Background: an optimization exercise with open tools, aiming at a short achievable clock period and few clock cycles per item. Do not read the settings as production practice. Where RTL was checked, it was by simulation tests only, not by an equivalence proof against the original. Power is estimated from default activity; no workload was simulated.

==> trial 19 <==
Design divider, start of the top module:
module divider#(
  parameter WIDTH    = 32,
  parameter CACHING  =  0,  
  parameter INIT_VLD =  0  
)(
  input clk, 
  input rst, 
  input start, 
  input      [WIDTH-1:0] dividend, 
  input      [WIDTH-1:0] divisor, 
  output reg [WIDTH-1:0] quotient, 
  output     [WIDTH-1:0] remainder, 
  output reg zeroErr, 
  output valid
);
  localparam IDLE = 0,
             PREP = 1,
             CALC = 2;
  reg [1:0] state;
  reg [WIDTH-1:0] dividendOp; 
  reg [WIDTH  :0] divisorOp; 
  localparam C_WIDTH = $clog2(WIDTH)+1;
  reg [C_WIDTH-1:0] shiftCounter;
  always@(posedge clk) begin
    if(state == IDLE) begin
      shiftCounter <= 0;
    end case(state)
      PREP: shiftCounter <= shiftCounter+1;
      CALC: shiftCounter <= shiftCounter-1;
    endcase
  end
  wire zeroDivide = divisor == 0;
  wire useCache;  
  wire startCalculation = !zeroDivide && start && !(CACHING && useCache);
  wire subtract  = {1'b0,dividendOp} >= divisorOp && state == CALC;
  wire stopShift = dividendOp < (divisorOp<<1);
  generate  
    if(INIT_VLD) begin
      assign valid = state == IDLE && !start;
    end else begin
      reg valid_en;
      assign valid = valid_en && !start && state == IDLE;
      always@(posedge clk) begin
        if(rst) begin
          valid_en <= 0;
        end else begin
          valid_en <= valid_en || start;
        end
      end
    end
  endgenerate
  always@(posedge clk) begin
    if(rst) begin
      zeroErr <= 0;
    end else begin
      zeroErr <= start && state == IDLE ? zeroDivide : zeroErr;
    end
  end
  always@(posedge clk) begin
    if(startCalculation) begin
      divisorOp <= divisor;
    end else case(state)
      PREP: divisorOp <= divisorOp<<1;
      CALC: divisorOp <= divisorOp>>1;
    endcase
  end
  always@(posedge clk) begin
    if(startCalculation) begin
      dividendOp <= dividend;
    end else begin
      dividendOp <= subtract ? dividendOp-divisorOp : dividendOp; 
    end
  end
  always@(posedge clk) begin
  ...
==> module divider, before the edit <==
module divider#(
  parameter WIDTH    = 32,
  parameter CACHING  =  0,  
  parameter INIT_VLD =  0  
)(
  input clk, 
  input rst, 
  input start, 
  input      [WIDTH-1:0] dividend, 
  input      [WIDTH-1:0] divisor, 
  output reg [WIDTH-1:0] quotient, 
  output     [WIDTH-1:0] remainder, 
  output reg zeroErr, 
  output valid
);
  localparam IDLE = 0,
             PREP = 1,
             CALC = 2;
  reg [1:0] state;
  reg [WIDTH-1:0] dividendOp; 
  reg [WIDTH  :0] divisorOp; 
  localparam C_WIDTH = $clog2(WIDTH)+1;
  reg [C_WIDTH-1:0] shiftCounter;
  always@(posedge clk) begin
    if(state == IDLE) begin
      shiftCounter <= 0;
    end case(state)
      PREP: shiftCounter <= shiftCounter+1;
      CALC: shiftCounter <= shiftCounter-1;
    endcase
  end
  wire zeroDivide = divisor == 0;
  wire useCache;  
  wire startCalculation = !zeroDivide && start && !(CACHING && useCache);
  wire subtract  = {1'b0,dividendOp} >= divisorOp && state == CALC;
  wire stopShift = dividendOp < (divisorOp<<1);
  generate  
    if(INIT_VLD) begin
      assign valid = state == IDLE && !start;
    end else begin
      reg valid_en;
      assign valid = valid_en && !start && state == IDLE;
      always@(posedge clk) begin
        if(rst) begin
          valid_en <= 0;
        end else begin
          valid_en <= valid_en || start;
        end
      end
    end
  endgenerate
  always@(posedge clk) begin
    if(rst) begin
      zeroErr <= 0;
    end else begin
      zeroErr <= start && state == IDLE ? zeroDivide : zeroErr;
    end
  end
  always@(posedge clk) begin
    if(startCalculation) begin
      divisorOp <= divisor;
    end else case(state)
      PREP: divisorOp <= divisorOp<<1;
      CALC: divisorOp <= divisorOp>>1;
    endcase
  end
  always@(posedge clk) begin
    if(startCalculation) begin
      dividendOp <= dividend;
    end else begin
      dividendOp <= subtract ? dividendOp-divisorOp : dividendOp; 
    end
  end
  always@(posedge clk) begin
    if(state == PREP) begin
      quotient <= 0;
    end else begin
      quotient <= state == CALC ? (quotient<<1) | subtract : quotient;
    end
  end
  assign remainder = dividendOp;
  always@(posedge clk) begin
    if(rst) begin
      state <= IDLE;
    end else case(state)
      IDLE: state <=  startCalculation ? PREP : state;
      PREP: state <=         stopShift ? CALC : state;
      CALC: state <= shiftCounter == 0 ? IDLE : state;
    endcase
  end
  generate  
    if(CACHING) begin
      reg [WIDTH-1:0] dividend_cached, divisor_cached;
      assign useCache = (dividend == dividend_cached) && (divisor == divisor_cached);
      always@(posedge clk) begin
        if (rst) begin
          dividend_cached <= 0;
          divisor_cached  <= 0;
        end else begin
          dividend_cached <= startCalculation && state == IDLE ? dividend : dividend_cached;
          divisor_cached  <= startCalculation && state == IDLE ? divisor  :  divisor_cached;
        end
      end
    end
  endgenerate
endmodule
Settings: LEC_CHECK=0, CAP_MARGIN=20, CORE_MARGIN=2, CORE_UTILIZATION=40, SLEW_MARGIN=20; clock period 7.0 ns.
run.sh (not shown) runs the stock make flow with config.mk's settings and CLKGATE_MAP_FILE= SYNTH_SCRIPT=/design/flow/synth_recipe.tcl, a recipe that flattens the netlist after the stock synthesis.
==> build 93: changes against trial 19 <==
==> flow/design.v (replaced) <==
`timescale 1ns / 1ps
module divider#(
  parameter WIDTH    = 32,
  parameter CACHING  =  0,
  parameter INIT_VLD =  0
)(
  input clk,
  input rst,
  input start,
  input      [WIDTH-1:0] dividend,
  input      [WIDTH-1:0] divisor,
  output     [WIDTH-1:0] quotient,
  output     [WIDTH-1:0] remainder,
  output reg zeroErr,
  output valid
);
  localparam K  = 4;
  localparam ND = 32 / K;       
  localparam NM = (1 << K) - 1;  
  localparam MW = 32 + K;        
  reg        vld;
  reg        align;
  reg  [3:0] cnt;
  reg [31:0] opA;
  reg [31:0] opD;
  reg [ND:0] csel;               
  reg [31:0] P;                  
  reg [31:0] AQ;                 
  reg [MW*NM-1:0] M;             
  assign valid     = vld;
  assign quotient  = AQ;
  assign remainder = P;
  wire [ND:0] lt;                
  genvar c, j;
  generate
    for (c = 0; c <= ND; c = c + 1) begin : g_lt
      if (c == ND) begin : g_last
        assign lt[c] = divisor != 0;
      end else begin : g_mid
        assign lt[c] = (dividend >> (K*c)) < divisor;
      end
    end
  endgenerate
  wire [ND:0] first = lt & ~{lt[ND-1:0], 1'b0};
  wire zeroDivide = divisor == 0;
  wire quick = zeroDivide | lt[0];
  reg [31:0] alP, alAQ;
  reg [3:0]  alCnt;
  integer i;
  always @* begin
    alP = 0; alAQ = 0; alCnt = 0;
    for (i = 1; i <= ND; i = i + 1) begin
      if (csel[i]) begin
        alP   = alP  | (opA >> (K*i));
        alAQ  = alAQ | (opA << (32 - K*i));
        alCnt = alCnt | i[3:0];
      end
    end
  end
  wire [MW-1:0] PS = {P, AQ[31:32-K]};
  wire [NM:0]   ge;              
  wire [31:0]   diff [0:NM];
  assign ge[0] = 1'b1;
  assign diff[0] = PS[31:0];
  generate
    for (j = 1; j <= NM; j = j + 1) begin : g_sub
      wire [MW:0] d = {1'b0, PS} - {1'b0, M[MW*(j-1) +: MW]};
      assign ge[j]   = ~d[MW];
      assign diff[j] = d[31:0];
    end
  endgenerate
  wire [NM:0] sel = ge & ~{1'b0, ge[NM:1]};
  reg [31:0] nextP;
  reg [K-1:0] digit;
  always @* begin
    nextP = 0; digit = 0;
    for (i = 0; i <= NM; i = i + 1) begin
      if (sel[i]) begin
        nextP = nextP | diff[i];
        digit = digit | i[K-1:0];
      end
    end
  end
  always @(posedge clk) begin
    if (rst) begin
      vld   <= 1'b0;
      align <= 1'b0;
      cnt   <= 0;
    end else if (start) begin
      vld   <= quick;
      align <= ~quick;
      cnt   <= 0;
    end else if (align) begin
      align <= 1'b0;
      cnt   <= alCnt;
    end else if (cnt != 0) begin
      cnt   <= cnt - 1'b1;
      if (cnt == 1) vld <= 1'b1;
    end
  end
  always @(posedge clk) begin
    if (rst) zeroErr <= 1'b0;
    else if (start) zeroErr <= zeroDivide;
  end
  always @(posedge clk) begin
    if (start) begin
      opA  <= dividend;
      opD  <= divisor;
      csel <= first;
    end
  end
  integer m;
  always @(posedge clk) begin
    if (align) begin
      for (m = 1; m <= NM; m = m + 1)
        M[MW*(m-1) +: MW] <= opD * m;
    end
  end
  always @(posedge clk) begin
    if (start) begin
      P  <= dividend;
      AQ <= 0;
    end else if (align) begin
      P  <= alP;
      AQ <= alAQ;
    end else if (cnt != 0) begin
      P  <= nextP;
      AQ <= {AQ[31-K:0], digit};
    end
  end
endmodule
==> qor summary <==
quantity                                                                             trial 19                 build 93
FILL cells                                                                               1730                    14000
Cell Pwr Density                                                                  422 nW/um^2              456 nW/um^2
Simple logic cell fraction of the synthesized area                                      15.0%                    13.3%
Detailed route wirelength on metal2                                              8750 microns           103000 microns
WP data arrival                                                                       2.69 ns                  6.96 ns
TritonCTS buffer count                                                                      9                       54
Wire length reported by the detailed router                                     19600 microns           240000 microns
Xor/xnor share of the synthesized area                                                  3.14%                    8.65%
Seq/total area                                                                          31.0%                    18.7%
Clock slew seen by the registers of the worst setup and hold paths                    0.08 ns                  0.07 ns
Result of the run                                                     complete, no violations  complete, no violations
Library cell occupying the most area in the post-synthesis netlist  sky130_fd_sc_hd__edfxtp_1    sky130_fd_sc_hd__ha_1
Antenna cell count                                                                          0                        4
Start point of the worst hold path                                       zeroErr$_SDFFE_PP0P_      AQ[12]$_SDFFE_PP0P_
Testbench counts of trial 19, summed over its fixed seeds: cycles 50,286, items 3,200.
Only the layout flow was run in build 93; the RTL was not checked for function there.

* * *

==> 03-17: inputs <==
divider, a different RTL version from the one above (not shown whole).
export LEC_CHECK = 0
export ABC_CLOCK_PERIOD_IN_PS = 2500
export CAP_MARGIN = 20
export CORE_MARGIN = 2
export CORE_UTILIZATION = 40
export SETUP_SLACK_MARGIN = 4.5
export SLEW_MARGIN = 20
create_clock -name core_clock -period 7.0 [get_ports {clk}]
==> 10-14: changes against 03-17 <==
ABC_CLOCK_PERIOD_IN_PS = not set   (was 2500)
CORE_UTILIZATION = 55   (was 40)
==> run notes <==
10-14 failed in global routing (GRT-0232). 03-17 ran to the end with no violations. In area after synthesis, 10-14 and 03-17 do not differ. In synthesized cell count, 03-17 and 10-14 do not differ.
==> figures <==
item	03-17	10-14
Effective utilization at floorplan	40.31%	55.61%
Post-DP HPWL	205,100 um	195,300 um
Status	finished clean	did not finish
Last stage reached	-	global routing
Post-cts sizing count	1,693	1,663
Die Ht	371.0 um	316.9 um
Placed standard-cell area	59,480 um^2	58,630 um^2
Routability-driven placement congestion ratio	1.044	1.116
Chip width	371.0 um	316.9 um
Number of cell rows	134	114
TritonCTS Buffers	46	41
Testbench counts of 03-17, summed over its fixed seeds: cycles 8,936, items 3,200.
Testbench counts of 10-14, summed over its fixed seeds: cycles 8,936, items 3,200.

afterwards: timing with drivers on the ports:
How much do the figures lean on ideal ports? The routed layouts below were timed once more, with nothing changed but the port constraints. Step 1, drivers: a clkbuf_16 drives clk and a buf_2 each remaining input, both assumed. Step 2 times the ports against the registers' clock, not the clock port: input delays grow and output delays shrink by t, the midpoint of the rising clock arrivals with the driver on. Slacks: no drivers / after step 1 / after step 2; pairs: no drivers / after step 1.
run | shift t [ns] | setup WS [ns] | worst register clock-pin slew, ns | worst slew at a driven data input, ns
trial 19 | 0.409 | 2.907 / 2.873 / 2.582 | 0.08 / 0.08 | 0.06
build 93 | 0.770 | 0.481 / 0.481 / 0.481 | 0.07 / 0.07 | 0.05
03-17 | 0.717 | 2.012 / 2.012 / 1.485 | 0.07 / 0.07 | 0.31
After both steps setup and hold are still met in every run listed. The setup slack of 03-17, which loses most, moves by 0.000 ns with the drivers and by -0.527 ns with both steps.
